What follows belongs to an exercise in optimizing a design on an open flow for small area, a short achievable clock period and few clock cycles; a production flow would make more cautious choices. In this exercise RTL edits were held to simulation tests only and were not proved equivalent to the original.

[config.mk]
export PLATFORM = sky130hd
export DESIGN_NAME = ALU
export DESIGN_NICKNAME = ALU
export VERILOG_FILES = /design/flow/design.v
export SDC_FILE = /design/flow/constraint.sdc
export NUM_CORES = 4
export LEC_CHECK = 0
export CAP_MARGIN = 20
export CORE_MARGIN = 2
export CORE_UTILIZATION = 40
export SETUP_SLACK_MARGIN = 3.3
export SLEW_MARGIN = 20
[constraint.sdc]
create_clock -name core_clock -period 7.0 [get_ports {i_clk}]
set_input_delay 1.4000 -clock core_clock [delete_from_list [all_inputs] [get_ports {i_clk}]]
set_output_delay 1.4000 -clock core_clock [all_outputs]
set_load 0.01 [all_outputs]
[design.v]
module ALU #(
    parameter DATA_W = 32
)
(
    input                       i_clk,    
    input                       i_rst_n,  
    input                       i_valid,  
    input [DATA_W - 1 : 0]      i_A,      
    input [DATA_W - 1 : 0]      i_B,      
    input [         2 : 0]      i_inst,   
    output [2*DATA_W - 1 : 0]   o_data,   
    output                      o_done    
);
    reg         s_ex, s_mul, s_mulf, s_div;
    reg         done;
    reg         y_hc;       
    reg         y_sx;       
    reg         y_dv;       
    reg         e_sum, e_slt, e_div;  
    reg         e_sub;      
    reg  [4:0]  cnt;
    reg  [31:0] hi, lo;     
    reg  [31:0] opb;        
    reg  [31:0] hc;         
    reg         cy;         
    reg         satf, sats; 
    reg         sltf;       
    wire        idle = ~(s_ex | s_mul | s_mulf | s_div);
    assign o_data = {hi, satf ? {sats, {31{~sats}}} : {lo[31:1], lo[0] | sltf}};
    assign o_done = done;
    wire [35:0] p0 = {4'd0, opb & {32{lo[0]}}};
    wire [35:0] p1 = {3'd0, opb & {32{lo[1]}}, 1'b0};
    wire [35:0] p2 = {2'd0, opb & {32{lo[2]}}, 2'b0};
    wire [35:0] p3 = {1'd0, opb & {32{lo[3]}}, 3'b0};
    wire [35:0] p4 = {4'd0, hi};
    wire [35:0] p5 = {4'd0, hc};
    wire [35:0] s1a = p0 ^ p1 ^ p2;
    wire [35:0] c1a = {((p0 & p1) | (p0 & p2) | (p1 & p2)), 1'b0};
    wire [35:0] s1b = p3 ^ p4 ^ p5;
    wire [35:0] c1b = {((p3 & p4) | (p3 & p5) | (p4 & p5)), 1'b0};
    wire [35:0] s2  = s1a ^ c1a ^ s1b;
    wire [35:0] c2  = {((s1a & c1a) | (s1a & s1b) | (c1a & s1b)), 1'b0};
    wire [35:0] s3  = s2 ^ c2 ^ c1b;
    wire [35:0] c3  = {((s2 & c2) | (s2 & c1b) | (c2 & c1b)), 1'b0};
    wire [4:0]  nib = {1'b0, s3[3:0]} + {1'b0, c3[3:0]} + {4'd0, cy};
    wire [31:0] xa    = hi;
    wire        xs    = y_sx & hi[31];
    wire [31:0] ya    = opb;
    wire        ys    = (y_sx & opb[31]) | y_dv;
    wire        ac    = y_dv | e_sub | (y_hc & cy);
    wire [32:0] sum;
    pfx_add #(33) u_add (.a({xs, xa}), .b({ys, ya}), .c(ac), .s(sum));
    integer k;
    reg  [31:0] brev;
    always @(*) for (k = 0; k < 32; k = k + 1) brev[k] = opb[31-k];
    wire [31:0] shin  = s_ex ? brev : i_A;
    wire [4:0]  shamt = s_ex ? cnt : i_B[4:0];
    wire        fill  = s_ex | i_A[31];    
    wire [63:0] shx   = {{32{fill}}, shin} >> shamt;
    reg  [31:0] bnorm;
    always @(*) for (k = 0; k < 32; k = k + 1) bnorm[k] = shx[31-k];
    wire        bbig  = |i_B[31:5];
    wire [31:0] sra   = bbig ? {32{i_A[31]}} : shx[31:0];
    wire [4:0]  clzb, clza;
    clz32 u_clzb (.x(i_B), .n(clzb));
    clz32 u_clza (.x(i_A), .n(clza));
    wire        bzero = ~|i_B;
    wire [4:0]  dlz   = clzb - clza;
    wire        aless = clza > clzb;        
    wire        dp0   = clza == clzb;       
    wire        dnow  = bzero | aless;      
    wire        op_as  = (i_inst == 3'd0) | (i_inst == 3'd1);
    wire        op_sub = (i_inst == 3'd1) | (i_inst == 3'd4);
    wire        op_lo  = (i_inst == 3'd2) | (i_inst == 3'd3) | (i_inst == 3'd5);  
    wire        op_mul = (i_inst == 3'd6);
    wire        op_div = (i_inst == 3'd7);
    reg  [31:0] lo_iss;
    always @(*) begin
        case (i_inst)
            3'd2:    lo_iss = i_A & i_B;
            3'd3:    lo_iss = i_A | i_B;
            3'd5:    lo_iss = sra;
            3'd7:    lo_iss = bzero ? 32'h7fffffff : 32'd0;
            default: lo_iss = i_A;
        endcase
    end
    wire        last  = (cnt == 5'd0);
    wire        rneg  = sum[32];
    wire        q     = ~sum[32];           
    wire        ovf   = sum[32] ^ sum[31];
    wire        go      = idle & i_valid;
    wire        n_ex    = go & ~op_lo & ~op_mul & ~(op_div & (dnow | dp0));
    wire        n_mul   = (go & op_mul) | (s_mul & ~last);
    wire        n_mulf  = s_mul & last;
    wire        n_div   = (go & op_div & ~dnow & dp0) | (s_ex & e_div) | (s_div & ~last);
    wire        n_exdiv = go & op_div & ~dnow & ~dp0;    
    wire        n_done  = (go & (op_lo | (op_div & dnow))) | (s_ex & ~e_div) |
                          s_mulf | (s_div & last);
    always @(posedge i_clk or negedge i_rst_n) begin
        if (!i_rst_n) begin
            s_ex   <= 1'b0;
            s_mul  <= 1'b0;
            s_mulf <= 1'b0;
            s_div  <= 1'b0;
            done   <= 1'b0;
        end else begin
            s_ex   <= n_ex;
            s_mul  <= n_mul;
            s_mulf <= n_mulf;
            s_div  <= n_div;
            done   <= n_done;
        end
    end
    always @(posedge i_clk) begin
        y_hc  <= n_mulf;
        y_sx  <= n_ex & ~op_div;
        y_dv  <= n_div;
        cy    <= idle ? 1'b0 : nib[4];
        e_sum <= op_as;
        e_slt <= (i_inst == 3'd4);
        e_div <= op_div;
        e_sub <= idle & op_sub;
        hc   <= idle ? 32'd0 : c3[35:4];
        cnt  <= idle ? (i_inst[0] ? dlz : 5'd7) : s_ex ? cnt : cnt - 5'd1;
        satf <= s_ex & e_sum & ovf;
        sats <= rneg;
        sltf <= s_ex & e_slt & rneg;
        hi <= ({32{idle & (op_as | op_sub | op_div)}} & i_A) |
              ({32{s_mul}} & s3[35:4]) |
              ({32{s_ex & e_div}} & hi) |
              ({32{s_mulf | (s_div & q)}} & sum[31:0]) |
              ({32{s_div & ~q}} & hi);
        if (idle)        lo <= lo_iss;
        else if (s_ex)   lo <= {32{e_sum}} & sum[31:0];
        else if (s_mul)  lo <= {nib[3:0], lo[31:4]};
        else if (s_div)  lo <= {lo[30:0], q};
        if (idle)        opb <= i_B ^ {32{op_sub | op_div}};
        else if (s_ex)   opb <= bnorm;
        else if (s_mul & last) opb <= c3[35:4];      
        else if (s_div)  opb <= {1'b1, opb[31:1]};
    end
endmodule
module pfx_add #(parameter N = 36) (
    input  [N-1:0] a,
    input  [N-1:0] b,
    input          c,
    output [N-1:0] s
);
    localparam L = (N < 16) ? 4 : (N < 32) ? 5 : (N < 64) ? 6 : 7;
    wire [N:0] g [0:L];
    wire [N:0] p [0:L];
    assign g[0] = {a & b, c};
    assign p[0] = {a ^ b, 1'b0};
    genvar i, j;
    generate
        for (i = 0; i < L; i = i + 1) begin : lv
            for (j = 0; j <= N; j = j + 1) begin : bt
                if (j >= (1 << i)) begin : m
                    assign g[i+1][j] = g[i][j] | (p[i][j] & g[i][j - (1 << i)]);
                    assign p[i+1][j] = p[i][j] & p[i][j - (1 << i)];
                end else begin : t
                    assign g[i+1][j] = g[i][j];
                    assign p[i+1][j] = p[i][j];
                end
            end
        end
    endgenerate
    assign s = p[0][N:1] ^ g[L][N-1:0];
endmodule
module clz32 (
    input  [31:0] x,
    output [4:0]  n
);
    wire [7:0]  z;           
    wire [15:0] c;           
    genvar i;
    generate
        for (i = 0; i < 8; i = i + 1) begin : nb
            wire [3:0] v = x[4*i+3:4*i];
            assign z[i] = ~|v;
            assign c[2*i+1:2*i] = v[3] ? 2'd0 : v[2] ? 2'd1 : v[1] ? 2'd2 : 2'd3;
        end
    endgenerate
    wire [3:0]  zb;
    wire [11:0] cb;
    generate
        for (i = 0; i < 4; i = i + 1) begin : by
            assign zb[i] = z[2*i+1] & z[2*i];
            assign cb[3*i+2:3*i] = z[2*i+1] ? {1'b1, c[4*i+1:4*i]} : {1'b0, c[4*i+3:4*i+2]};
        end
    endgenerate
    wire [1:0]  zh;
    wire [7:0]  ch;
    generate
        for (i = 0; i < 2; i = i + 1) begin : hw
            assign zh[i] = zb[2*i+1] & zb[2*i];
            assign ch[4*i+3:4*i] = zb[2*i+1] ? {1'b1, cb[6*i+2:6*i]} : {1'b0, cb[6*i+5:6*i+3]};
        end
    endgenerate
    assign n = zh[1] ? {1'b1, ch[3:0]} : {1'b0, ch[7:4]};
endmodule
[flow/run.sh]
#!/bin/bash
# The standard layout (the standard.sh: ORFS synthesis to final layout),
# with one ORFS setting changed: the port buffers are buf_2 cells instead of
# the resizer's default pick (a delay cell); every input and output port
# still gets a buffer.
set -euo pipefail
export BUFFER_PORTS_ARGS="-buffer_cell sky130_fd_sc_hd__buf_2"
bash standard.sh > standard.log 2>&1
[standard.sh]
#!/bin/bash
# synth_recipe.tcl (not shown) runs the flow's synth.tcl, then flattens the netlist and writes it again
# the make line also repeats each setting of config.mk as NAME=value (left out here)
make -C /OpenROAD-flow-scripts/flow DESIGN_CONFIG=/design/flow/config.mk WORK_HOME=/design/flow/orfs CLKGATE_MAP_FILE= SYNTH_SCRIPT=/design/flow/synth_recipe.tcl "${@:-finish}"
==> summary.md, run 1 <==
| Metric | Value |
|---|---|
| Share of cells above drive strength 1 | 0.1811 |
| Post-Synth Adder-Cell Area | 0.1955 |
| Vias in the first global route | 16840 |
| Starting density of the core | 0.4047 |
| Top-count cell post-synth | a21oi_1 |
| Syn Inst Count | 2067 |
| TritonCTS Buffers | 17 |
| Horiz. Die Dim | 212.5 um |
| I/O pin count | 135 |
| Critical path class | in2reg |
| Reg-to-reg endpoint | lo[20] |
| Hold Violations, Final | 0 |
| Root buffer cell | clkbuf_16 |
| WP data arrival | 3.92 ns |
| Xor and xnor area share after synthesis | 0.03568 |
| Critical Path Sink | lo[22] |
| Final Skew | 0.01838 ns |
| Gr usage total | 0.3665 |
| Crit path time final | 3.759 ns |
| Crit path launch | i_B[0] |
| Wirelength per Cell | 30.08 um |
| Clock buffer depth | 2 |
| Largest net degree at the start of global routing | 64 |
| Setup TNS | 0 ns |
| Vias | 17540 |
| Cell row count | 76 |
| Syn avg cell area | 8.416 um^2 |
| Seq cells post-synth | 149 |
| Design area | 0.02019 mm^2 |
| Nets@finish | 2397 |
| Most used cell, CP | a21oi_1 |
| Grt ovf | 0 |
| Synth Area in Compound Gates | 0.2297 |
| Via density | 6.375 |
| Crit path max-delay cell type | a2111oi_2 |
| Max-slew violation count | 0 |
| Crit path launch type | primary input |
| RSZ-0062 raised after global routing | yes |
| Crit-path max cell delay | 0.62 ns |
| Crit-path max FO | 30 |
| CP endpoint kind | register |
| Synth cell count leaders | 173 x a21oi_1, 166 x nand2_1, 165 x inv_1 |
| Sink Count | 149 |
| Core Util, Final | 0.4698 |
| CTS tree | built |
| Placed Area | 0.01850 mm^2 |
| Initial antenna violation count | 1 |
| Post-route ant nets | 0 |
| DRC errors left | 0 |
| Crit path required time | 7.16 ns |
| Area of the die | 0.04517 mm^2 |
| Min-Delay Path Class | reg2reg |
| Yosys top cell area share | 0.1439 |
| Setup slack, reg-to-reg | 3.30 ns |
| Slew margin rel. | 0.3621 |
| Hold_buf cts | 0 |
| EDFF count, synth | 69 |
| CP Cell Sequence | buf_8, mux2i_4, mux2_2, mux4_2, mux2i_1, a21oi_1, a2111oi_2, a21oi_1 |
| Max Cap Viol | 0 |
| Post-synth top area cell | fa_1 |
| RR Startpoint | opb[3] |
| Post-synthesis simple-gate area fraction | 0.1509 |
| Hold_ws | 0.5615 ns |
| Primary flip-flop cell chosen by synthesis mapping | dfxtp_1 |
| CTS HTree Levels | 4 |
| Clock transition at the registers of the reported paths | 0.06 ns |
| Synth unique cells | 85 |
| Drt first pass iters | 5 |
| Port buffer count | 134 |
| Seq/Total Area, Yosys | 0.2126 |
| Final worst-path cycle share | 0.5371 |
| Drt initial violations | 2162 |
| Worst Reg2Reg Path Length in Cells | 10 |
| Detail Placement HPWL | 62.28 mm |
| Multiplexer share of the synthesized area | 0.1021 |
| Max frequency | 266.0 MHz |
| Post-Syn Nets | 2313 |
| Asr flop ratio synth | 0.03356 |
| # setup viols final | 0 |
| Final WL | 82.75 mm |
| Routability cong. | 1.019 |
| Largest family of logic cells by synthesized area | compound AO/OA/AOI/OAI gates |
| Core area | 0.04298 mm^2 |
| First-pass GRT wire length | 118.3 mm |
| Worst skew pair latency | 0.46 ns |
| Layout area overhead | 16.08% |
| Post-Syn Area | 0.01740 mm^2 |
| Synth warn | 2 |
| Synth top area cells | fa_1 14%, edfxtp_1 12%, dfxtp_1 8.6% |
| Outcome | timing/DRC/antenna clean |
| Slew @ Worst Pin | 0.9384 ns |
| Die H | 212.5 um |
sequential cells by signal (all words and copies together), names as in the netlist, 5 cells and up:
signal / cells
cnt: 5
lo: 32
hi: 32
opb: 32
hc: 32
critical path: cells and delay by family:
family / cells / cell delay, ns
AOI/OAI and AO/OA: 3 / 0.98
muxes: 4 / 1.35
buffers and inverters: 1 / 0.17
final cells by class:
class / count / area [um^2]
Antenna cell: 2 / 5.005
Clock buffer: 20 / 446.7
Clock inverter: 12 / 152.6
Fill cell: 4282 / 22790
Inverter: 167 / 635.6
Multi-Input combinational cell: 1603 / 13040
Sequential cell: 149 / 3704
Tap cell: 585 / 732.0
Timing Repair Buffer: 213 / 1481
metal layers:
layer	up-vias	GRT usage	routed length, um
met1	8721	0.5120	34020
li1	7501	-	-
met4	2	0.1818	4240
met3	199	0.06617	8932
met2	1114	0.5438	35540
met5	-	0	13
placed cells by master, fill, tap and decap left out, types with 33 or more instances in the layout:
cell type	synthesis	layout
a211oi_1	36	34
a21oi_1	173	156
and2_1	130	130
buf_2	19	112
buf_4	3	80
dfxtp_1	75	75
edfxtp_1	69	69
fa_1	125	124
ha_1	51	48
inv_1	165	162
mux2i_1	121	116
nand2_1	166	160
nor2_1	143	131
o21a_1	41	40
o21ai_0	155	149
xor2_1	34	33
how the worst min path moves through the flow:
| stage | from | endpoint | slack [ns] | cells past startpoint |
|---|---|---|---|---|
| 2_1_floorplan | e_slt | sltf | 0.44 | 1 |
| 3_5_place_dp | e_div | done | 0.53 | 3 |
| 3_3_place_gp | e_div | done | 0.53 | 3 |
| 4_1_cts | e_div | done | 0.55 | 3 |
| 5_1_grt | e_slt | sltf | 0.57 | 1 |
| 6_report | e_slt | sltf | 0.56 | 1 |
logic make-up (layout without fill, tap and decap cells):
family | after synthesis | count (layout)
AOI/OAI and AO/OA | 622 | 623
xor gates and xnor gates | 70 | 70
adders and majority gates | 202 | 202
buffers and inverters | 317 | 412
DFF | 149 | 149
muxes | 161 | 162
other | 0 | 2
and+or+nand+nor | 546 | 546
stage by stage:
stage	cells	worst slack (ns)
floorplan	2067	3.081
global placement	2667	1.564
detailed placement	2667	1.807
CTS	2717	3.280
global route	2749	3.096
finish	2751	3.241
repair_timing:
action	4_1_cts	5_1_grt
setup buffers	17	31
resized for setup	86	84
pin swaps	19	37
endpoints found under the setup margin	166	75
cloned	1	1
Testbench counts, summed over its fixed seeds: cycles 9,458.
==> inputs of run 2 (changes only) <==
--- a/config.mk
+++ b/config.mk
@@ -12 +12,2 @@
 export SLEW_MARGIN = 20
+export TNS_END_PERCENT = 10
==> summary.md, run 2 <==
| Metric | Value |
|---|---|
| Post-synth top area cell | fa_1 (unchanged) |
| Post-route ant nets | 0 (unchanged) |
| Largest net degree at the start of global routing | 62 (was 64) |
| Final worst-path cycle share | 0.5628 (was 0.5371) |
| # setup viols final | 0 (unchanged) |
| Root buffer cell | clkbuf_16 (unchanged) |
| Drt first pass iters | 5 (unchanged) |
| Final Skew | 0.01890 ns (was 0.01838 ns) |
| Sink Count | 149 (unchanged) |
| Setup TNS | 0 ns (unchanged) |
| Max-slew violation count | 0 (unchanged) |
| Design area | 0.01966 mm^2 (was 0.02019 mm^2) |
| Critical path class | reg2reg (was in2reg) |
| RSZ-0062 raised after global routing | yes (unchanged) |
| WP buf/inv | 2 (was 1) |
| Synth warn | 2 (unchanged) |
| Vias | 17480 (was 17540) |
| Crit-path max cell delay | 0.72 ns (was 0.62 ns) |
| Via density | 6.436 (was 6.375) |
| DRC errors left | 0 (unchanged) |
| Detail Placement HPWL | 63.09 mm (was 62.28 mm) |
| Synth unique cells | 85 (unchanged) |
| Slew @ Worst Pin | 1.058 ns (was 0.9384 ns) |
| Min-Delay Path Class | reg2reg (unchanged) |
| Top-count cell post-synth | a21oi_1 (unchanged) |
| Wirelength per Cell | 30.22 um (was 30.08 um) |
| Outcome | timing/DRC/antenna clean (unchanged) |
| Cell row count | 76 (unchanged) |
| Clock buffer depth | 2 (unchanged) |
| First-pass GRT wire length | 117.4 mm (was 118.3 mm) |
| CTS HTree Levels | 4 (unchanged) |
| Starting density of the core | 0.4047 (unchanged) |
| Post-Syn Area | 0.01740 mm^2 (unchanged) |
| Asr flop ratio synth | 0.03356 (unchanged) |
| Crit-path max FO | 37 (was 30) |
| Most common cell after layout, fill and taps aside | inv_1 (unchanged) |
| Yosys top cell area share | 0.1439 (unchanged) |
| Initial antenna violation count | 5 (was 1) |
| Max frequency | 253.8 MHz (was 266.0 MHz) |
| Gr usage total | 0.3638 (was 0.3665) |
| Die H | 212.5 um (unchanged) |
| Fillers | 4365 (was 4282) |
| Share of cells above drive strength 1 | 0.1578 (was 0.1811) |
| Crit path launch type | register (was primary input) |
| Syn avg cell area | 8.416 um^2 (unchanged) |
| Placed Area | 0.01847 mm^2 (was 0.01850 mm^2) |
| TritonCTS Buffers | 17 (unchanged) |
| Slew margin rel. | 0.2946 (was 0.3621) |
| Final WL | 82.05 mm (was 82.75 mm) |
| Crit path max-delay cell type | a211oi_1 (was a2111oi_2) |
| Drt initial violations | 2060 (was 2162) |
| CP endpoint kind | register (unchanged) |
| Hold Violations, Final | 0 (unchanged) |
| Max Cap Viol | 0 (unchanged) |
| EDFF count, synth | 69 (unchanged) |
| Crit path time final | 3.940 ns (was 3.759 ns) |
| Clock transition at the registers of the reported paths | 0.08 ns (was 0.06 ns) |
| CTS tree | built (unchanged) |
| Layout area overhead | 13.02% (was 16.08%) |
| Nets@finish | 2362 (was 2397) |
| Seq/Total Area, Yosys | 0.2126 (unchanged) |
| Worst skew pair latency | 0.46 ns (about the same) |
| Core area | 0.04298 mm^2 (unchanged) |
| Cell family with most CP delay | compound AO/OA/AOI/OAI gates (was multiplexers) |
| I/O pin count | 135 (unchanged) |
| Seq cells post-synth | 149 (unchanged) |
| Area of the die | 0.04517 mm^2 (unchanged) |
| Most frequent cells in the layout | 163 x inv_1, 160 x nand2_1, 158 x a21oi_1, 150 x o21ai_0, 137 x nor2_1 (was 162 x inv_1, 160 x nand2_1, 156 x a21oi_1, 149 x o21ai_0, 131 x nor2_1) |
| Multi-input gate area | 0.01286 mm^2 (was 0.01304 mm^2) |
| Vias in the first global route | 16660 (was 16840) |
| Horiz. Die Dim | 212.5 um (unchanged) |
| Syn Inst Count | 2067 (unchanged) |
| Post-Syn Nets | 2313 (unchanged) |
| Primary flip-flop cell chosen by synthesis mapping | dfxtp_1 (unchanged) |
| Hold_buf cts | 0 (unchanged) |
| Crit path required time | 7.22 ns (was 7.16 ns) |
| CP Cell Sequence | buf_8, mux2i_4, buf_4, mux2i_1, a211oi_1, a211oi_1, o21bai_1, a21oi_1 (was buf_8, mux2i_4, mux2_2, mux4_2, mux2i_1, a21oi_1, a2111oi_2, a21oi_1) |
| WP data arrival | 4.16 ns (was 3.92 ns) |
| Most used cell, CP | a211oi_1 (was a21oi_1) |
| Synth cell count leaders | 173 x a21oi_1, 166 x nand2_1, 165 x inv_1 (unchanged) |
| Reg area | 0.003704 mm^2 (unchanged) |
| Port buffer count | 134 (unchanged) |
| Grt ovf | 0 (unchanged) |
| Routability cong. | 1.066 (was 1.019) |
| Synth top area cells | fa_1 14%, edfxtp_1 12%, dfxtp_1 8.6% (unchanged) |
run 2: cell counts after synthesis:
No cell type changed its count.
run 2: area by class of cell:
cell class / instances / share of cell area
Antenna cell: 1 / 0.0001273
Clock buffer: 19 / 0.02253
Clock inverter: 13 / 0.006428
Inverter: 167 / 0.03214
Multi-Input combinational cell: 1601 / 0.6539
Sequential cell: 149 / 0.1884
Tap cell: 585 / 0.03723
Timing Repair Buffer: 180 / 0.05925
run 2: stage by stage:
| stage | setup WS [ns] | hold WS, ns | utilization | std cells |
|---|---|---|---|---|
| 2_1_floorplan | 3.080 | 0.4367 | - | 2067 |
| 3_3_place_gp | 1.739 | 0.5270 | 0.4298 | 2668 |
| 3_5_place_dp | 1.686 | 0.5129 | 0.4298 | 2668 |
| 4_1_cts | 2.952 | 0.5415 | 0.4471 | 2706 |
| 5_1_grt | 3.007 | 0.5785 | 0.4574 | 2714 |
| 6_report | 3.060 | 0.5456 | 0.4574 | 2715 |
run 2: worst min-delay path: stages (launching register included):
cell      delay [ns]
dfxtp_1         0.32
inv_1           0.05
a221oi_1        0.07
o31ai_1         0.07
run 2: cell families (layout without fill, tap and decap cells):
| logic type | count (synthesis) | after routing | synth area share |
|---|---|---|---|
| AO/OA/AOI/OAI | 622 | 622 | 0.2297 |
| XOR/XNOR | 70 | 70 | 0.03568 |
| adder cells (fa/ha/maj) | 202 | 202 | 0.1955 |
| buffers and inverters | 317 | 379 | 0.07351 |
| flip-flops | 149 | 149 | 0.2126 |
| multiplexers | 161 | 161 | 0.1021 |
| other | 0 | 1 | 0 |
| AND/OR/NAND/NOR | 546 | 546 | 0.1509 |
run 2: metal layers:
layer	GRT usage	share of wire	vias to the layer above
met5	0	0.00016	-
met3	0.05702	0.099	160
met1	0.5128	0.42	8809
li1	-	-	7428
met4	0.1512	0.043	2
met2	0.5541	0.44	1076
run 2: final timing paths:
check / slack (ns) / endpoint / cells past startpoint / start
min in group asynchronous: 0.74 / s_mul / 1 / i_rst_n
min: 0.55 / done / 3 / e_div
max reg2reg: 3.06 / opb[30] / 8 / s_ex
min reg2reg: 0.55 / done / 3 / e_div
max: 3.06 / opb[30] / 8 / s_ex
max in group asynchronous: 6.09 / s_ex / 1 / i_rst_n
run 2: what timing repair did:
item / in CTS / in global routing
resized for setup: 30 / 99
pin swaps: 0 / 37
setup endpoints to repair: 115 / 85
setup buffers: 6 / 8
==> inputs of run 3 (changes only) <==
--- a/config.mk
+++ b/config.mk
@@ -12,2 +12,2 @@
 export SLEW_MARGIN = 20
-export TNS_END_PERCENT = 10
+export SYNTH_HIERARCHICAL = 1
==> summary.md, run 3 <==
| Metric | Value |
|---|---|
| Crit-path max FO | 31 (was 37) |
| Worst hold path stage count | 1 (was 3) |
| CTS HTree Levels | 4 (unchanged) |
| Crit path required time | 7.21 ns (was 7.22 ns) |
| Worst skew pair latency | 0.49 ns (was 0.46 ns) |
| Share of cells above drive strength 1 | 0.1933 (was 0.1578) |
| Top-count cell post-synth | nand2_1 (was a21oi_1) |
| Grt ovf | 0 (unchanged) |
| Fillers | 4203 (was 4365) |
| Detail Placement HPWL | 67.32 mm (was 63.09 mm) |
| Post-Place Worst Slack | 2.222 ns (was 1.686 ns) |
| Largest net degree at the start of global routing | 100 (was 62) |
| Max-slew violation count | 0 (unchanged) |
| Post-Syn Nets | 2311 (was 2313) |
| Initial antenna violation count | 2 (was 5) |
| Worst setup margin | 3.188 ns (was 3.060 ns) |
| Asr flop ratio synth | 0.03356 (unchanged) |
| Critical path class | reg2reg (unchanged) |
| Layout area overhead | 15.29% (was 13.02%) |
| Post-synth top area cell | fa_1 (unchanged) |
| Port buffer count | 134 (unchanged) |
| Post-route ant nets | 0 (unchanged) |
| Setup TNS | 0 ns (unchanged) |
| Yosys top cell area share | 0.1433 (was 0.1439) |
| Post-Syn Area | 0.01746 mm^2 (was 0.01740 mm^2) |
| Wirelength per Cell | 32.63 um (was 30.22 um) |
| Gr usage total | 0.3947 (was 0.3638) |
| CP endpoint kind | register (unchanged) |
| Synth top area cells | fa_1 14%, edfxtp_1 12%, dfxtp_1 8.6% (unchanged) |
| Routability cong. | 1.057 (was 1.066) |
| Drt first pass iters | 8 (was 5) |
| Horiz. Die Dim | 213.0 um (was 212.5 um) |
| Nets@finish | 2406 (was 2362) |
| Vias in the first global route | 17330 (was 16660) |
| CTS tree | built (unchanged) |
| Crit path time final | 3.812 ns (was 3.940 ns) |
| I/O pin count | 135 (unchanged) |
| Seq cells post-synth | 149 (unchanged) |
| Die H | 213.0 um (was 212.5 um) |
| Vias | 18100 (was 17480) |
| Crit path launch type | register (unchanged) |
| Most common cell after layout, fill and taps aside | nand2_1 (was inv_1) |
| Slew margin rel. | 0.2885 (was 0.2946) |
| Clock transition at the registers of the reported paths | 0.08 ns (about the same) |
| Synth unique cells | 98 (was 85) |
| Cell family with most CP delay | multiplexers (was compound AO/OA/AOI/OAI gates) |
| Max frequency | 262.3 MHz (was 253.8 MHz) |
| WP buf/inv | 1 (was 2) |
| Outcome | timing/DRC/antenna clean (unchanged) |
| Final WL | 90.15 mm (was 82.05 mm) |
| Synth warn | 8 (was 2) |
| EDFF count, synth | 69 (unchanged) |
| Syn Inst Count | 2065 (was 2067) |
| First-pass GRT wire length | 126.4 mm (was 117.4 mm) |
| WP data arrival | 4.02 ns (was 4.16 ns) |
| Max Cap Viol | 0 (unchanged) |
| TritonCTS Buffers | 17 (unchanged) |
| Syn avg cell area | 8.457 um^2 (was 8.416 um^2) |
| Cell row count | 76 (unchanged) |
| Sink Count | 149 (unchanged) |
| Min-Delay Path Class | reg2reg (unchanged) |
| Hold Violations, Final | 0 (unchanged) |
| Most used cell, CP | mux2_2 (was a211oi_1) |
| # setup viols final | 0 (unchanged) |
| Core area | 0.04308 mm^2 (was 0.04298 mm^2) |
| Core Util, Final | 0.4674 (was 0.4574) |
| Critical path depth in cells | 7 (was 8) |
| Primary flip-flop cell chosen by synthesis mapping | dfxtp_1 (unchanged) |
| DRC errors left | 0 (unchanged) |
| Finished Layout Cells | 2763 (was 2715) |
| Seq/Total Area, Yosys | 0.2118 (was 0.2126) |
| Area of the die | 0.04535 mm^2 (was 0.04517 mm^2) |
| Clock buffer depth | 2 (unchanged) |
| Slew @ Worst Pin | 1.067 ns (was 1.058 ns) |
| Synth cell count leaders | 287 x nand2_1, 176 x nor2_1, 157 x a21oi_1 (was 173 x a21oi_1, 166 x nand2_1, 165 x inv_1) |
| Final Skew | 0.01849 ns (was 0.01890 ns) |
| Most frequent cells in the layout | 283 x nand2_1, 171 x nor2_1, 150 x a21oi_1, 124 x inv_1, 124 x fa_1 (was 163 x inv_1, 160 x nand2_1, 158 x a21oi_1, 150 x o21ai_0, 137 x nor2_1) |
| Worst Reg2Reg Path Length in Cells | 7 (was 8) |
| RSZ-0062 raised after global routing | yes (unchanged) |
| Final worst-path cycle share | 0.5446 (was 0.5628) |
| CP Cell Sequence | buf_6, mux2_2, nor3_2, a21oi_1, mux2_2, a221oi_1, nor2_1 (was buf_8, mux2i_4, buf_4, mux2i_1, a211oi_1, a211oi_1, o21bai_1, a21oi_1) |
| Inst Count DP | 2671 (was 2668) |
| Via density | 6.549 (was 6.436) |
| Root buffer cell | clkbuf_16 (unchanged) |
| Starting density of the core | 0.4054 (was 0.4047) |
| Crit-path max cell delay | 0.70 ns (was 0.72 ns) |
| Drt initial violations | 2540 (was 2060) |
| Crit path max-delay cell type | dfrtp_4 (was a211oi_1) |
## run 3: changes by cell type in the layout (fill, tap and decap cells not counted), sizes merged, moves of 11 or more
cell	previous run	this run
nand2	166	288
and2	130	44
buf	176	215
inv	169	132
a222oi	0	34
nor2	144	177
o21ai	160	134
a221o	25	4
mux2i	122	101
a21oi	174	160
nand3	11	24
a211oi	37	26
## run 3: cell type report
class | count | area [um^2] | area share
flip-flops and latches | 149 | 3705 | 0.1840
well taps | 585 | 732.0 | 0.03635
multi-input cells | 1647 | 13120 | 0.6518
clock buffers | 18 | 429.2 | 0.02131
repair buffers | 219 | 1511 | 0.07507
clock inverters | 14 | 146.4 | 0.007271
diodes | 5 | 12.51 | 0.0006214
inverters | 126 | 475.5 | 0.02361
## run 3: per-module statistics from Yosys, one instance, submodules excluded, excerpt
module  flops+latches  cells inside  cell area, um^2  copies in the design
ALU               149          1722            15150                     1
clz32               0            53            327.8                     2
## run 3: timing repair
action / CTS / global route
hold buffers: 0 / 0
pin swaps: 19 / 23
setup endpoints to repair: 101 / 106
cloned: 1 / 1
buffers inserted: 21 / 32
resized for setup: 70 / 58
## run 3: cells by family after synthesis
kind of cell	Yosys count	synth area share
compound gates	585	0.2248
xor+xnor	73	0.03661
fa+ha+maj	196	0.1913
buf+inv	270	0.06727
flops	149	0.2118
mux	152	0.1050
simple gates	640	0.1632
## run 3: path summary, 6_finish.rpt
kind                          from  endpoint  slack (ns)
max in group asynchronous  i_rst_n      s_ex        6.13
max reg2reg                   s_ex    lo[29]        3.19
min                          e_slt      sltf        0.48
min reg2reg                  e_slt      sltf        0.48
min in group asynchronous  i_rst_n      done        0.72
max                           s_ex    lo[29]        3.19
## run 3: metal layers
layer / track usage / wire [um] / up-vias
li1: - / - / 7618
met1: 0.5320 / 35940 / 8963
met2: 0.5749 / 38160 / 1250
met3: 0.09134 / 10370 / 263
met4: 0.2351 / 5666 / 2
met5: 0 / 10 / -
## run 3: through the flow
stage | cell area, um^2 | hold WS, ns
floorplan | 17470 | 0.4436
global placement | 18460 | 0.4624
detailed placement | 18460 | 0.4550
CTS | 19530 | 0.4855
global route | 20120 | 0.5055
finish | 20130 | 0.4804
==> inputs of run 4 (changes only) <==
--- a/config.mk
+++ b/config.mk
@@ -10,4 +10,4 @@
 export CORE_UTILIZATION = 40
+export GPL_TIMING_DRIVEN = 0
 export SETUP_SLACK_MARGIN = 3.3
 export SLEW_MARGIN = 20
-export SYNTH_HIERARCHICAL = 1
==> summary.md, run 4 <==
| Metric | Value |
|---|---|
| Via density | 6.468 (was 6.549) |
| Vias | 18630 (was 18100) |
| Hold Violations, Final | 0 (unchanged) |
| Drt first pass iters | 6 (was 8) |
| EDFF count, synth | 69 (unchanged) |
| Layout area overhead | 20.96% (was 15.29%) |
| Sink Count | 149 (unchanged) |
| Worst hold path stage count | 2 (was 1) |
| Syn avg cell area | 8.416 um^2 (was 8.457 um^2) |
| Primary flip-flop cell chosen by synthesis mapping | dfxtp_1 (unchanged) |
| CTS tree | built (unchanged) |
| Drt initial violations | 2453 (was 2540) |
| Largest net degree at the start of global routing | 24 (was 100) |
| Slew margin rel. | 0.1472 (was 0.2885) |
| Clock buffer depth | 2 (unchanged) |
| Horiz. Die Dim | 212.5 um (was 213.0 um) |
| Inst Count DP | 2775 (was 2671) |
| Finished Layout Cells | 2881 (was 2763) |
| Synth warn | 2 (was 8) |
| Critical path class | in2reg (was reg2reg) |
| Top-count cell post-synth | a21oi_1 (was nand2_1) |
| Synth unique cells | 85 (was 98) |
| Gr usage total | 0.4385 (was 0.3947) |
| Hold_buf cts | 0 (unchanged) |
| First-pass GRT wire length | 136.2 mm (was 126.4 mm) |
| Clock transition at the registers of the reported paths | 0.07 ns (was 0.08 ns) |
| Root buffer cell | clkbuf_16 (unchanged) |
| Max-slew violation count | 0 (unchanged) |
| Crit path required time | 7.31 ns (was 7.21 ns) |
| CP endpoint kind | register (unchanged) |
| Post-synth top area cell | fa_1 (unchanged) |
| Most common cell after layout, fill and taps aside | inv_1 (was nand2_1) |
| I/O pin count | 135 (unchanged) |
| Yosys top cell area share | 0.1439 (was 0.1433) |
| Detail Placement HPWL | 79.36 mm (was 67.32 mm) |
| Setup TNS | 0 ns (unchanged) |
| Final Skew | 0.01770 ns (was 0.01849 ns) |
| Area of the die | 0.04517 mm^2 (was 0.04535 mm^2) |
| Post-route ant nets | 0 (unchanged) |
| Synth cell count leaders | 173 x a21oi_1, 166 x nand2_1, 165 x inv_1 (was 287 x nand2_1, 176 x nor2_1, 157 x a21oi_1) |
| Max Cap Viol | 0 (unchanged) |
| Final WL | 99.25 mm (was 90.15 mm) |
| Asr flop ratio synth | 0.03356 (unchanged) |
| Outcome | timing/DRC/antenna clean (unchanged) |
| Port buffer count | 120 (was 134) |
| Fillers | 4263 (was 4203) |
| Vias in the first global route | 17910 (was 17330) |
| RSZ-0062 raised after global routing | yes (unchanged) |
| Post-Syn Area | 0.01740 mm^2 (was 0.01746 mm^2) |
| Max frequency | 258.0 MHz (was 262.3 MHz) |
| # setup viols final | 0 (unchanged) |
| Seq/Total Area, Yosys | 0.2126 (was 0.2118) |
| Crit path launch type | primary input (was register) |
| Worst skew pair latency | 0.48 ns (was 0.49 ns) |
| Crit-path max FO | 3 (was 31) |
| Initial antenna violation count | 5 (was 2) |
| WP data arrival | 4.19 ns (was 4.02 ns) |
| Grt ovf | 0 (unchanged) |
| Syn Inst Count | 2067 (was 2065) |
| Die H | 212.5 um (was 213.0 um) |
| Final worst-path cycle share | 0.5537 (was 0.5446) |
| Nets@finish | 2526 (was 2406) |
| Slew @ Worst Pin | 1.279 ns (was 1.067 ns) |
| Synth top area cells | fa_1 14%, edfxtp_1 12%, dfxtp_1 8.6% (unchanged) |
| Min-Delay Path Class | reg2reg (unchanged) |
| Starting density of the core | 0.4047 (was 0.4054) |
| Seq cells post-synth | 149 (unchanged) |
| Core area | 0.04298 mm^2 (was 0.04308 mm^2) |
| Routability cong. | 1.085 (was 1.057) |
| Most frequent cells in the layout | 162 x inv_1, 160 x nand2_1, 152 x a21oi_1, 145 x o21ai_0, 133 x nor2_1 (was 283 x nand2_1, 171 x nor2_1, 150 x a21oi_1, 124 x inv_1, 124 x fa_1) |
| Share of cells above drive strength 1 | 0.2102 (was 0.1933) |
| Wirelength per Cell | 34.45 um (was 32.63 um) |
| TritonCTS Buffers | 17 (unchanged) |
| Crit path time final | 3.876 ns (was 3.812 ns) |
| CTS HTree Levels | 4 (unchanged) |
| Worst Reg2Reg Path Length in Cells | 12 (was 7) |
| Post-Syn Nets | 2313 (was 2311) |
| Cell row count | 76 (unchanged) |
| DRC errors left | 0 (unchanged) |
## run 4: stage by stage
step / util / setup WS (ns) / hold slack [ns] / area, um^2
final: 0.4895 / 3.124 / 0.5614 / 21040
after global routing: 0.4894 / 3.034 / 0.6086 / 21030
after CTS: 0.4742 / 3.098 / 0.5637 / 20380
after detailed placement: 0.4390 / 1.877 / 0.5534 / 18870
after global placement: 0.4372 / 0.9984 / 0.5466 / 18790
after floorplan: - / 3.081 / 0.4367 / 17460
## run 4: worst max-delay path: stages
cell,delay (ns)
buf_12,0.10
buf_6,0.11
a21oi_2,0.09
o21bai_1,0.07
a21oi_1,0.13
o21bai_1,0.10
a21oi_2,0.26
o21bai_1,0.15
a21oi_2,0.23
o221a_2,0.28
ha_4,0.15
inv_4,0.03
fa_2,0.35
a21o_1,0.17
a21oi_2,0.13
xnor2_1,0.13
a21oi_1,0.09
a31oi_1,0.21
## run 4: path summary, 6_finish.rpt
kind	start	slack, ns	to
worst max-delay path	i_A[3]	3.12	cnt[4]
worst min-delay path	hi[10]	0.56	hi[10]
worst max register to register	cnt[0]	3.18	lo[9]
worst min register to register	hi[10]	0.56	hi[10]
max in group asynchronous	i_rst_n	6.14	s_ex
min in group asynchronous	i_rst_n	0.72	s_mulf
## run 4: cell families after synthesis
family	synth area share
xor gates and xnor gates	0.03568
AOI/OAI and AO/OA	0.2297
and+or+nand+nor	0.1509
muxes	0.1021
buffers and inverters	0.07351
adders and majority gates	0.1955
DFF	0.2126
## run 4: final cells by class
cell class,count,area (um^2),area share
Sequential cell,149,3699,0.1758
Clock buffer,24,526.8,0.02503
Tap cell,585,732.0,0.03479
Buffer,150,835.8,0.03972
Timing Repair Buffer,194,1277,0.06071
Inverter,167,629.4,0.02991
Clock inverter,8,80.08,0.003806
Multi-Input combinational cell,1601,13250,0.6299
Antenna cell,3,7.507,0.0003568
## run 4: per-layer routing
layer  part of all wire  GRT usage  vias to the layer above
met4              0.078     0.2807                        2
li1                   -          -                     7754
met2               0.43     0.6765                     1330
met3               0.11    0.07622                      292
met5           0.000081          0                        -
met1               0.38     0.5678                     9256
## run 4: what timing repair did
item / in CTS / in global routing
gates resized for setup: 187 / 100
buffers inserted: 26 / 45
endpoints found under the setup margin: 169 / 116
pin swaps: 40 / 33
==> inputs of run 5 (changes only) <==
--- a/config.mk
+++ b/config.mk
@@ -10,3 +10,3 @@
 export CORE_UTILIZATION = 40
-export GPL_TIMING_DRIVEN = 0
+export PLACE_DENSITY = 0.7
 export SETUP_SLACK_MARGIN = 3.3
==> summary.md, run 5 <==
| Metric | Value |
|---|---|
| Nets@finish | 2409 (was 2526) |
| Starting density of the core | 0.4047 (unchanged) |
| Syn avg cell area | 8.416 um^2 (unchanged) |
| Critical path class | in2reg (unchanged) |
| Most frequent cells in the layout | 162 x inv_1, 160 x a21oi_1, 160 x nand2_1, 145 x o21ai_0, 134 x nor2_1 (was 162 x inv_1, 160 x nand2_1, 152 x a21oi_1, 145 x o21ai_0, 133 x nor2_1) |
| Inst Count DP | 2667 (was 2775) |
| Worst hold path stage count | 1 (was 2) |
| DRC errors left | 0 (unchanged) |
| Finished Layout Cells | 2764 (was 2881) |
| Seq/Total Area, Yosys | 0.2126 (unchanged) |
| Clock buffer depth | 2 (unchanged) |
| Crit path launch type | primary input (unchanged) |
| Max frequency | 265.2 MHz (was 258.0 MHz) |
| Synth unique cells | 85 (unchanged) |
| Max-slew violation count | 0 (unchanged) |
| Synth top area cells | fa_1 14%, edfxtp_1 12%, dfxtp_1 8.6% (unchanged) |
| Most common cell after layout, fill and taps aside | inv_1 (unchanged) |
| Final Skew | 0.009821 ns (was 0.01770 ns) |
| Wirelength per Cell | 29.23 um (was 34.45 um) |
| Crit-path max FO | 7 (was 3) |
| Port buffer count | 134 (was 120) |
| Min-Delay Path Class | reg2reg (unchanged) |
| Root buffer cell | clkbuf_16 (unchanged) |
| Hold_buf cts | 0 (unchanged) |
| Vias in the first global route | 17200 (was 17910) |
| Area of the die | 0.04517 mm^2 (unchanged) |
| Syn Inst Count | 2067 (unchanged) |
| Core Util, Final | 0.4708 (was 0.4895) |
| Synth warn | 2 (unchanged) |
| Cell row count | 76 (unchanged) |
| Sink Count | 149 (unchanged) |
| Post-synth top area cell | fa_1 (unchanged) |
| Grt ovf | 0 (unchanged) |
| Clock transition at the registers of the reported paths | 0.07 ns (about the same) |
| Routability cong. | 1.107 (was 1.085) |
| Crit-path max cell delay | 0.38 ns (was 0.35 ns) |
| Top-count cell post-synth | a21oi_1 (unchanged) |
| CTS HTree Levels | 4 (unchanged) |
| Gr usage total | 0.3558 (was 0.4385) |
| Synth cell count leaders | 173 x a21oi_1, 166 x nand2_1, 165 x inv_1 (unchanged) |
| EDFF count, synth | 69 (unchanged) |
| Largest net degree at the start of global routing | 78 (was 24) |
| Placed Area | 0.01850 mm^2 (was 0.01887 mm^2) |
| Max Cap Viol | 0 (unchanged) |
| Post-route ant nets | 0 (unchanged) |
| Core area | 0.04298 mm^2 (unchanged) |
| First-pass GRT wire length | 116.2 mm (was 136.2 mm) |
| Initial antenna violation count | 3 (was 5) |
| Design area | 0.02024 mm^2 (was 0.02104 mm^2) |
| CP endpoint kind | register (unchanged) |
| Drt first pass iters | 6 (unchanged) |
| Post-Syn Nets | 2313 (unchanged) |
| TritonCTS Buffers | 17 (unchanged) |
| I/O pin count | 135 (unchanged) |
| Layout area overhead | 16.33% (was 20.96%) |
| Hold Violations, Final | 0 (unchanged) |
| Final WL | 80.79 mm (was 99.25 mm) |
| Crit path required time | 7.16 ns (was 7.31 ns) |
| Die H | 212.5 um (unchanged) |
| Worst Reg2Reg Path Length in Cells | 10 (was 12) |
| WP data arrival | 3.93 ns (was 4.19 ns) |
| Crit path time final | 3.771 ns (was 3.876 ns) |
| Primary flip-flop cell chosen by synthesis mapping | dfxtp_1 (unchanged) |
| Detail Placement HPWL | 60.52 mm (was 79.36 mm) |
| Slew @ Worst Pin | 1.039 ns (was 1.279 ns) |
| Crit path max-delay cell type | fa_2 (unchanged) |
| Seq cells post-synth | 149 (unchanged) |
| Outcome | timing/DRC/antenna clean (unchanged) |
| Worst skew pair latency | 0.44 ns (was 0.48 ns) |
| Post-Syn Area | 0.01740 mm^2 (unchanged) |
| Drt initial violations | 2302 (was 2453) |
| Final worst-path cycle share | 0.5387 (was 0.5537) |
| RSZ-0062 raised after global routing | yes (unchanged) |
| Asr flop ratio synth | 0.03356 (unchanged) |
| CTS tree | built (unchanged) |
| # setup viols final | 0 (unchanged) |
| Share of cells above drive strength 1 | 0.1861 (was 0.2102) |
| CP Cell Sequence | buf_12, inv_2, a21oi_2, o21bai_1, a21oi_1, o21bai_1, a21oi_1, o21bai_1, a21oi_2, o221a_4, ha_4, inv_4, fa_2, a21o_1, a21oi_2, xnor2_1, a21oi_1, a31oi_1 (was buf_12, buf_6, a21oi_2, o21bai_1, a21oi_1, o21bai_1, a21oi_2, o21bai_1, a21oi_2, o221a_2, ha_4, inv_4, fa_2, a21o_1, a21oi_2, xnor2_1, a21oi_1, a31oi_1) |
| Vias | 17820 (was 18630) |
| Setup TNS | 0 ns (unchanged) |
| Horiz. Die Dim | 212.5 um (unchanged) |
| Yosys top cell area share | 0.1439 (unchanged) |
| Via density | 6.446 (was 6.468) |
| Slew margin rel. | 0.3070 (was 0.1472) |
==> run 5: cell types whose count changed in the layout (fill, tap and decap cells not counted), moves of 7 or more <==
cell and change:
clkbuf_2 -31, clkbuf_1 -65, a21oi_1 +8, mux2i_1 +7
clkbuf_4 -8, buf_6 -7, buf_2 -17, buf_4 +16
a21oi_2 -8
==> run 5: final timing paths <==
check,end,startpoint,slack [ns]
min,sltf,e_slt,0.54
max reg2reg,lo[0],opb[18],3.34
max,cnt[4],i_A[2],3.23
min reg2reg,sltf,e_slt,0.54
max in group asynchronous,s_ex,i_rst_n,6.07
min in group asynchronous,s_mul,i_rst_n,0.76
==> run 5: layout make-up <==
cell class | instances | area [um^2]
Clock inverter | 13 | 125.1
Sequential cell | 149 | 3705
Timing Repair Buffer | 227 | 1550
Antenna cell | 3 | 7.507
Clock buffer | 19 | 432.9
Multi-Input combinational cell | 1601 | 13050
Tap cell | 585 | 732.0
Fill cell | 4240 | 22750
Inverter | 167 | 629.4
==> run 5: logic make-up after synthesis <==
kind of cell | count (synthesis) | share of synthesized area
buffers and inverters | 317 | 0.07351
DFF | 149 | 0.2126
muxes | 161 | 0.1021
and+or+nand+nor | 546 | 0.1509
adders and majority gates | 202 | 0.1955
xor gates and xnor gates | 70 | 0.03568
AOI/OAI and AO/OA | 622 | 0.2297
==> run 5: stage by stage <==
stage	setup slack [ns]	hold slack, ns
2_1_floorplan	3.081	0.4367
4_1_cts	3.240	0.5343
5_1_grt	3.142	0.5354
3_5_place_dp	1.674	0.5298
3_3_place_gp	1.426	0.5111
6_report	3.229	0.5387
==> run 5: per-layer routing <==
layer	vias to the layer above	track usage	wire length [um]
met4	2	0.1693	4289
met1	8700	0.4744	31870
met5	-	0	14
met3	256	0.08966	9799
met2	1341	0.5389	34810
li1	7517	-	-
==> run 5: what timing repair did <==
item	CTS	global route
endpoints found under the setup margin	132	66
resized for setup	86	84
setup buffers	30	32
pin swaps	23	40
gates cloned	0	0
hold endpoints to repair	0	0
==> run 5: worst max-delay path: cells and delay by family <==
kind,cells,cell delay (ns)
fa+ha+maj,2,0.52
xor+xnor,1,0.09
buf+inv,3,0.19
compound gates,12,1.74
==> inputs of run 6 (changes only) <==
--- a/config.mk
+++ b/config.mk
@@ -10,3 +10,3 @@
 export CORE_UTILIZATION = 40
-export PLACE_DENSITY = 0.7
+export CTS_BUF_LIST = sky130_fd_sc_hd__clkbuf_4 sky130_fd_sc_hd__clkbuf_8
 export SETUP_SLACK_MARGIN = 3.3
==> summary.md, run 6 <==
| Metric | Value |
|---|---|
| Asr flop ratio synth | 0.03356 (unchanged) |
| Vias | 17630 (was 17820) |
| Clock transition at the registers of the reported paths | 0.10 ns (was 0.07 ns) |
| Max-slew violation count | 0 (unchanged) |
| Post-synth top area cell | fa_1 (unchanged) |
| Die H | 212.5 um (unchanged) |
| Hold_ws | 0.5703 ns (was 0.5387 ns) |
| TritonCTS Buffers | 17 (unchanged) |
| Outcome | timing/DRC/antenna clean (unchanged) |
| Synth top area cells | fa_1 14%, edfxtp_1 12%, dfxtp_1 8.6% (unchanged) |
| Yosys top cell area share | 0.1439 (unchanged) |
| I/O pin count | 135 (unchanged) |
| Synth cell count leaders | 173 x a21oi_1, 166 x nand2_1, 165 x inv_1 (unchanged) |
| Root buffer cell | clkbuf_8 (was clkbuf_16) |
| Critical path class | reg2reg (was in2reg) |
| DRC errors left | 0 (unchanged) |
| Most frequent cells in the layout | 162 x inv_1, 161 x nand2_1, 156 x a21oi_1, 149 x o21ai_0, 136 x nor2_1 (was 162 x inv_1, 160 x a21oi_1, 160 x nand2_1, 145 x o21ai_0, 134 x nor2_1) |
| Share of cells above drive strength 1 | 0.1827 (was 0.1861) |
| Reg area | 0.003704 mm^2 (was 0.003705 mm^2) |
| Routability cong. | 1.019 (was 1.107) |
| Starting density of the core | 0.4047 (unchanged) |
| Hold Violations, Final | 0 (unchanged) |
| Port buffer count | 134 (unchanged) |
| Syn avg cell area | 8.416 um^2 (unchanged) |
| Largest net degree at the start of global routing | 64 (was 78) |
| Post-Syn Area | 0.01740 mm^2 (unchanged) |
| Synth warn | 2 (unchanged) |
| Crit path time final | 3.840 ns (was 3.771 ns) |
| Crit path required time | 7.39 ns (was 7.16 ns) |
| Setup TNS | 0 ns (unchanged) |
| Slew @ Worst Pin | 0.9453 ns (was 1.039 ns) |
| Horiz. Die Dim | 212.5 um (unchanged) |
| WP data arrival | 4.23 ns (was 3.93 ns) |
| Final Skew | 0.02397 ns (was 0.009821 ns) |
| Slew margin rel. | 0.3683 (was 0.3070) |
| Setup slack, reg-to-reg | 3.16 ns (was 3.34 ns) |
| Post-route ant nets | 0 (unchanged) |
| Vias in the first global route | 16790 (was 17200) |
| Seq cells post-synth | 149 (unchanged) |
| Max frequency | 260.4 MHz (was 265.2 MHz) |
| Cell row count | 76 (unchanged) |
| Final WL | 82.92 mm (was 80.79 mm) |
| Gr usage total | 0.3669 (was 0.3558) |
| Nets@finish | 2406 (was 2409) |
| Max layer used | met5 (unchanged) |
| Clock buffer depth | 2 (unchanged) |
| Reg-to-reg endpoint | lo[18] (was lo[0]) |
| # setup viols final | 0 (unchanged) |
| Area of the die | 0.04517 mm^2 (unchanged) |
| Top-count cell post-synth | a21oi_1 (unchanged) |
| Seq/Total Area, Yosys | 0.2126 (unchanged) |
| Wirelength per Cell | 30.06 um (was 29.23 um) |
| Fillers | 4316 (was 4240) |
| Most common cell after layout, fill and taps aside | inv_1 (unchanged) |
| Hold_buf cts | 0 (unchanged) |
| Drt first pass iters | 7 (was 6) |
| CTS tree | built (unchanged) |
| RSZ-0062 raised after global routing | yes (unchanged) |
| CTS HTree Levels | 4 (unchanged) |
| Multi-input gate area | 0.01300 mm^2 (was 0.01305 mm^2) |
| EDFF count, synth | 69 (unchanged) |
| Max Cap Viol | 0 (unchanged) |
| Sink Count | 149 (unchanged) |
| Syn Inst Count | 2067 (unchanged) |
| Worst Reg2Reg Path Length in Cells | 9 (was 10) |
| Core area | 0.04298 mm^2 (unchanged) |
| Synth unique cells | 85 (unchanged) |
| Initial antenna violation count | 4 (was 3) |
| Min-Delay Path Class | reg2reg (unchanged) |
| Met2 WL | 36.14 mm (was 34.81 mm) |
| Via density | 6.390 (was 6.446) |
| Layout area overhead | 15.42% (was 16.33%) |
| Detail Placement HPWL | 62.28 mm (was 60.52 mm) |
| Worst hold path stage count | 1 (unchanged) |
| CP endpoint kind | register (unchanged) |
| RR Startpoint | s_ex (was opb[18]) |
| Worst skew pair latency | 0.51 ns (was 0.44 ns) |
| Worst hold endpoint | sltf (unchanged) |
| Hold_sp | e_slt (unchanged) |
| Drt initial violations | 2350 (was 2302) |
| Final worst-path cycle share | 0.5486 (was 0.5387) |
| Crit path launch type | register (was primary input) |
| Post-Syn Nets | 2313 (unchanged) |
| Primary flip-flop cell chosen by synthesis mapping | dfxtp_1 (unchanged) |
| Met3 routed WL | 8.830 mm (was 9.799 mm) |
| Crit-path max FO | 21 (was 7) |
| Grt ovf | 0 (unchanged) |
| Met1 Wirelength | 34.23 mm (was 31.87 mm) |
| First-pass GRT wire length | 118.4 mm (was 116.2 mm) |
==> run 6: cell counts after synthesis <==
No cell type changed its count.
==> run 6: logic make-up (layout without fill, tap and decap cells) <==
| kind of cell | count (synthesis) | count (layout) | share of synthesized area |
|---|---|---|---|
| other | 0 | 1 | 0 |
| muxes | 161 | 162 | 0.1021 |
| and+or+nand+nor | 546 | 546 | 0.1509 |
| AOI/OAI and AO/OA | 622 | 622 | 0.2297 |
| xor gates and xnor gates | 70 | 70 | 0.03568 |
| adders and majority gates | 202 | 202 | 0.1955 |
| buffers and inverters | 317 | 422 | 0.07351 |
| DFF | 149 | 149 | 0.2126 |
==> run 6: final cells by class <==
type                    instances  share of cell area
repair buffers                223             0.07933
inverters                     167             0.03153
clock inverters                12            0.007603
well taps                     585             0.03646
diodes                          1           0.0001246
flip-flops and latches        149              0.1845
multi-input cells            1602              0.6474
clock buffers                  20             0.01309
==> run 6: layer usage <==
layer	track usage	vias up
li1	-	7513
met1	0.5139	8759
met2	0.5496	1161
met3	0.07105	190
met4	0.1601	6
met5	0	-
==> run 6: how the worst max path moves through the flow <==
stage | to | startpoint
global route | s_ex | i_B[8]
global placement | lo[22] | i_B[0]
finish | lo[18] | s_ex
detailed placement | lo[22] | i_B[0]
floorplan | s_ex | i_A[25]
CTS | s_ex | i_B[25]
==> run 6: what timing repair did <==
action,in CTS,in global routing
setup buffers,23,33
pin swaps,22,48
gates resized for setup,81,83
gates cloned,1,1
endpoints found under the setup margin,165,77
hold endpoints to repair,0,0
==> run 6: stage by stage <==
stage	instance area, um^2	instances	worst slack, ns	util
after floorplan	17460	2067	3.081	-
after global placement	18500	2667	1.564	0.4304
after detailed placement	18500	2667	1.807	0.4305
after CTS	19450	2723	3.202	0.4526
after global routing	20080	2758	3.126	0.4671
final	20080	2759	3.160	0.4671
==> run 6: worst max-delay path, cell delays in order (launching register included) <==
cell and delay [ns]:
dfrtp_4 0.69, inv_4 0.37, buf_4 0.39, mux4_2 0.60, mux2i_2 0.34, nor2_1 0.07, a21oi_1 0.42, a21boi_0 0.23
o21ai_0 0.35, o211a_1 0.20
==> inputs of run 7 (changes only) <==
==> flow/run.sh (replaced) <==
#!/bin/bash
# The standard layout (the standard.sh: ORFS synthesis to final layout),
# with one ORFS setting changed: the port buffers are buf_1 cells instead of
# the resizer's default pick (a delay cell); every input and output port
# still gets a buffer.
set -euo pipefail
export BUFFER_PORTS_ARGS="-buffer_cell sky130_fd_sc_hd__buf_1"
bash standard.sh > standard.log 2>&1
--- a/config.mk
+++ b/config.mk
@@ -10,3 +10,2 @@
 export CORE_UTILIZATION = 40
-export CTS_BUF_LIST = sky130_fd_sc_hd__clkbuf_4 sky130_fd_sc_hd__clkbuf_8
 export SETUP_SLACK_MARGIN = 3.3
==> summary.md, run 7 <==
| Metric | Value |
|---|---|
| Outcome | timing/DRC/antenna clean (unchanged) |
| Post-Syn Area | 0.01740 mm^2 (unchanged) |
| TritonCTS Buffers | 17 (unchanged) |
| Clock buffer depth | 2 (unchanged) |
| EDFF count, synth | 69 (unchanged) |
| Max frequency | 267.3 MHz (was 260.4 MHz) |
| Syn avg cell area | 8.416 um^2 (unchanged) |
| Crit path launch | i_A[27] (was s_ex) |
| Synth top area cells | fa_1 14%, edfxtp_1 12%, dfxtp_1 8.6% (unchanged) |
| Reg area | 0.003704 mm^2 (unchanged) |
| Post-synthesis simple-gate area fraction | 0.1509 (unchanged) |
| Seq cells post-synth | 149 (unchanged) |
| Worst skew pair latency | 0.46 ns (was 0.51 ns) |
| Vias | 17710 (was 17630) |
| Starting density of the core | 0.4047 (unchanged) |
| Most used cell, CP | buf_4 |
| DRC errors left | 0 (unchanged) |
| Die H | 212.5 um (unchanged) |
| Min-Delay Path Class | reg2reg (unchanged) |
| Setup TNS | 0 ns (unchanged) |
| Clock transition at the registers of the reported paths | 0.07 ns (was 0.10 ns) |
| Routability cong. | 1.089 (was 1.019) |
| First-pass GRT wire length | 120.1 mm (was 118.4 mm) |
| Horiz. Die Dim | 212.5 um (unchanged) |
| Final worst-path cycle share | 0.5345 (was 0.5486) |
| Cell family with most CP delay | simple AND/OR/NAND/NOR gates (was compound AO/OA/AOI/OAI gates) |
| Setup slack, reg-to-reg | 3.37 ns (was 3.16 ns) |
| # setup viols final | 0 (unchanged) |
| Drt first pass iters | 5 (was 7) |
| Synth unique cells | 85 (unchanged) |
| WP data arrival | 3.94 ns (was 4.23 ns) |
| Max-slew violation count | 0 (unchanged) |
| Crit path launch type | primary input (was register) |
| Multi-input gate area | 0.01300 mm^2 (about the same) |
| CP endpoint kind | register (unchanged) |
| Crit path max-delay cell type | or4_4 (was dfrtp_4) |
| Gr usage total | 0.3741 (was 0.3669) |
| I/O pin count | 135 (unchanged) |
| Synth cell count leaders | 173 x a21oi_1, 166 x nand2_1, 165 x inv_1 (unchanged) |
| Detail Placement HPWL | 64.36 mm (was 62.28 mm) |
| CP Cell Sequence | buf_4, or4_4, nor2_4, nand2_4, nor4_4, a31oi_2, buf_4, fa_2, a21o_1, a21oi_2, xnor2_1, a21oi_1, a31oi_1 (was inv_4, buf_4, mux4_2, mux2i_2, nor2_1, a21oi_1, a21boi_0, o21ai_0, o211a_1) |
| Layout area overhead | 16.77% (was 15.42%) |
| Slew @ Worst Pin | 1.070 ns (was 0.9453 ns) |
| Post-synth top area cell | fa_1 (unchanged) |
| Grt ovf | 0 (unchanged) |
| CTS HTree Levels | 4 (unchanged) |
| Crit path time final | 3.741 ns (was 3.840 ns) |
| CTS tree | built (unchanged) |
| Slew margin rel. | 0.2869 (was 0.3683) |
| Initial antenna violation count | 2 (was 4) |
| Root buffer cell | clkbuf_16 (was clkbuf_8) |
| Area of the die | 0.04517 mm^2 (unchanged) |
| Post-Syn Nets | 2313 (unchanged) |
| WP buf/inv | 2 (unchanged) |
| Primary flip-flop cell chosen by synthesis mapping | dfxtp_1 (unchanged) |
| Syn Inst Count | 2067 (unchanged) |
| Final WL | 84.89 mm (was 82.92 mm) |
| RR Startpoint | opb[18] (was s_ex) |
| Yosys top cell area share | 0.1439 (unchanged) |
| Via density | 6.337 (was 6.390) |
| Drt initial violations | 2132 (was 2350) |
| Synth Area in Compound Gates | 0.2297 (unchanged) |
| Top-count cell post-synth | a21oi_1 (unchanged) |
| Max Cap Viol | 0 (unchanged) |
| Core area | 0.04298 mm^2 (unchanged) |
| Share of cells above drive strength 1 | 0.1517 (was 0.1827) |
| Crit-path max cell delay | 0.56 ns (was 0.69 ns) |
| Sink Count | 149 (unchanged) |
| Final Skew | 0.01239 ns (was 0.02397 ns) |
| Vias in the first global route | 16860 (was 16790) |
| Xor and xnor area share after synthesis | 0.03568 (unchanged) |
| Wirelength per Cell | 30.37 um (was 30.06 um) |
| Seq/Total Area, Yosys | 0.2126 (unchanged) |
| Post-Place Worst Slack | 1.411 ns (was 1.807 ns) |
| Fillers | 4335 (was 4316) |
| Critical path class | in2reg (was reg2reg) |
| Cell row count | 76 (unchanged) |
| Worst setup margin | 3.259 ns (was 3.160 ns) |
| Crit-path max FO | 8 (was 21) |
| Hold_sp | e_div (was e_slt) |
| Hold Violations, Final | 0 (unchanged) |
| Post-Synth Adder-Cell Area | 0.1955 (unchanged) |
| Largest family of logic cells by synthesized area | compound AO/OA/AOI/OAI gates (unchanged) |
| Post-route ant nets | 0 (unchanged) |
| Synth warn | 2 (unchanged) |
| RSZ-0062 raised after global routing | yes (unchanged) |
| Port buffer count | 134 (unchanged) |
| Asr flop ratio synth | 0.03356 (unchanged) |
| Nets@finish | 2442 (was 2406) |
| Most frequent cells in the layout | 162 x nand2_1, 162 x inv_1, 159 x a21oi_1, 147 x o21ai_0, 138 x nor2_1 (was 162 x inv_1, 161 x nand2_1, 156 x a21oi_1, 149 x o21ai_0, 136 x nor2_1) |
| Crit path required time | 7.20 ns (was 7.39 ns) |
| Largest net degree at the start of global routing | 68 (was 64) |
| Multiplexer share of the synthesized area | 0.1021 (unchanged) |
| Hold_buf cts | 0 (unchanged) |
-- run 7: repair_timing --
action	4_1_cts	5_1_grt
resized for setup	101	98
endpoints found under the setup margin	135	83
pin swaps	19	31
setup buffers	31	46
endpoints found under the hold margin	0	0
cloned	1	0
-- run 7: kinds of logic after synthesis --
kind of cell,after synthesis
AO/OA/AOI/OAI,622
AND/OR/NAND/NOR,546
buffers and inverters,317
multiplexers,161
flip-flops,149
adder cells (fa/ha/maj),202
XOR/XNOR,70
-- run 7: stage by stage --
stage	instance area, um^2	std cells	hold WS, ns	utilization
6_report	20310	2795	0.5424	0.4726
4_1_cts	19630	2748	0.5381	0.4567
5_1_grt	20310	2794	0.5562	0.4725
2_1_floorplan	17460	2067	0.4367	-
3_3_place_gp	18480	2684	0.5239	0.4299
3_5_place_dp	18480	2684	0.5227	0.4300
-- run 7: layer usage --
metal	global-route usage	share of wire
met1	0.5215	0.42
met2	0.5627	0.43
met3	0.06337	0.094
met4	0.1780	0.053
met5	0	0.00011
-- run 7: cell type report --
type	count	share of cell area
Antenna cell	1	0.0001232
Multi-Input combinational cell	1602	0.6401
Inverter	167	0.03086
Clock buffer	20	0.02150
Sequential cell	149	0.1823
Clock inverter	12	0.006529
Timing Repair Buffer	259	0.08248
Tap cell	585	0.03604
-- run 7: final timing paths --
kind	to	cells past startpoint
setup / recovery	cnt[4]	13
setup reg to reg	hi[1]	9
max in group asynchronous	s_ex	1
min in group asynchronous	s_ex	1
hold / removal	done	3
hold reg to reg	done	3
-- run 7: worst register-to-register path, delay by kind of cell, from the launching register on --
kind	cells	cell delay [ns]
compound gates	3	0.68
flops	1	0.64
fa+ha+maj	1	0.55
buf+inv	1	0.27
simple gates	3	0.99
xor+xnor	1	0.39

[afterwards: timing with drivers on the ports]
The flow's constraints put no driver on any port. The routed layouts listed below were extracted and timed again, unchanged, in two steps.
Step 1 assumes that a clkbuf_16 drives the clock port and a buf_2 every other input.
Step 2 also shifts input and output timing later by t, the mid clock arrival at the registers, as if the neighbouring blocks saw the same clock.
Slacks: no drivers / after step 1 / after step 2; pairs: no drivers / after step 1.
run	shift t [ns]	setup slack, ns	worst setup path at the end	slew at the worst register clock pin (ns)
run 1	0.505	3.241 / 3.257 / 2.752	input to register	0.08 / 0.08
run 2	0.506	3.060 / 3.060 / 2.672	input to register	0.08 / 0.08
run 3	0.538	3.188 / 3.188 / 2.756	input to register	0.08 / 0.08
run 4	0.523	3.124 / 3.124 / 2.601	input to register	0.08 / 0.08
run 5	0.493	3.229 / 3.220 / 2.727	input to register	0.07 / 0.07
run 6	0.546	3.160 / 3.160 / 2.677	input to register	0.10 / 0.10
run 7	0.510	3.259 / 3.291 / 2.780	input to register	0.07 / 0.07
After both steps every run listed still meets setup and hold. For run 4, which loses most, drivers alone change the setup slack by 0.000 ns; drivers and shift together by -0.523 ns.
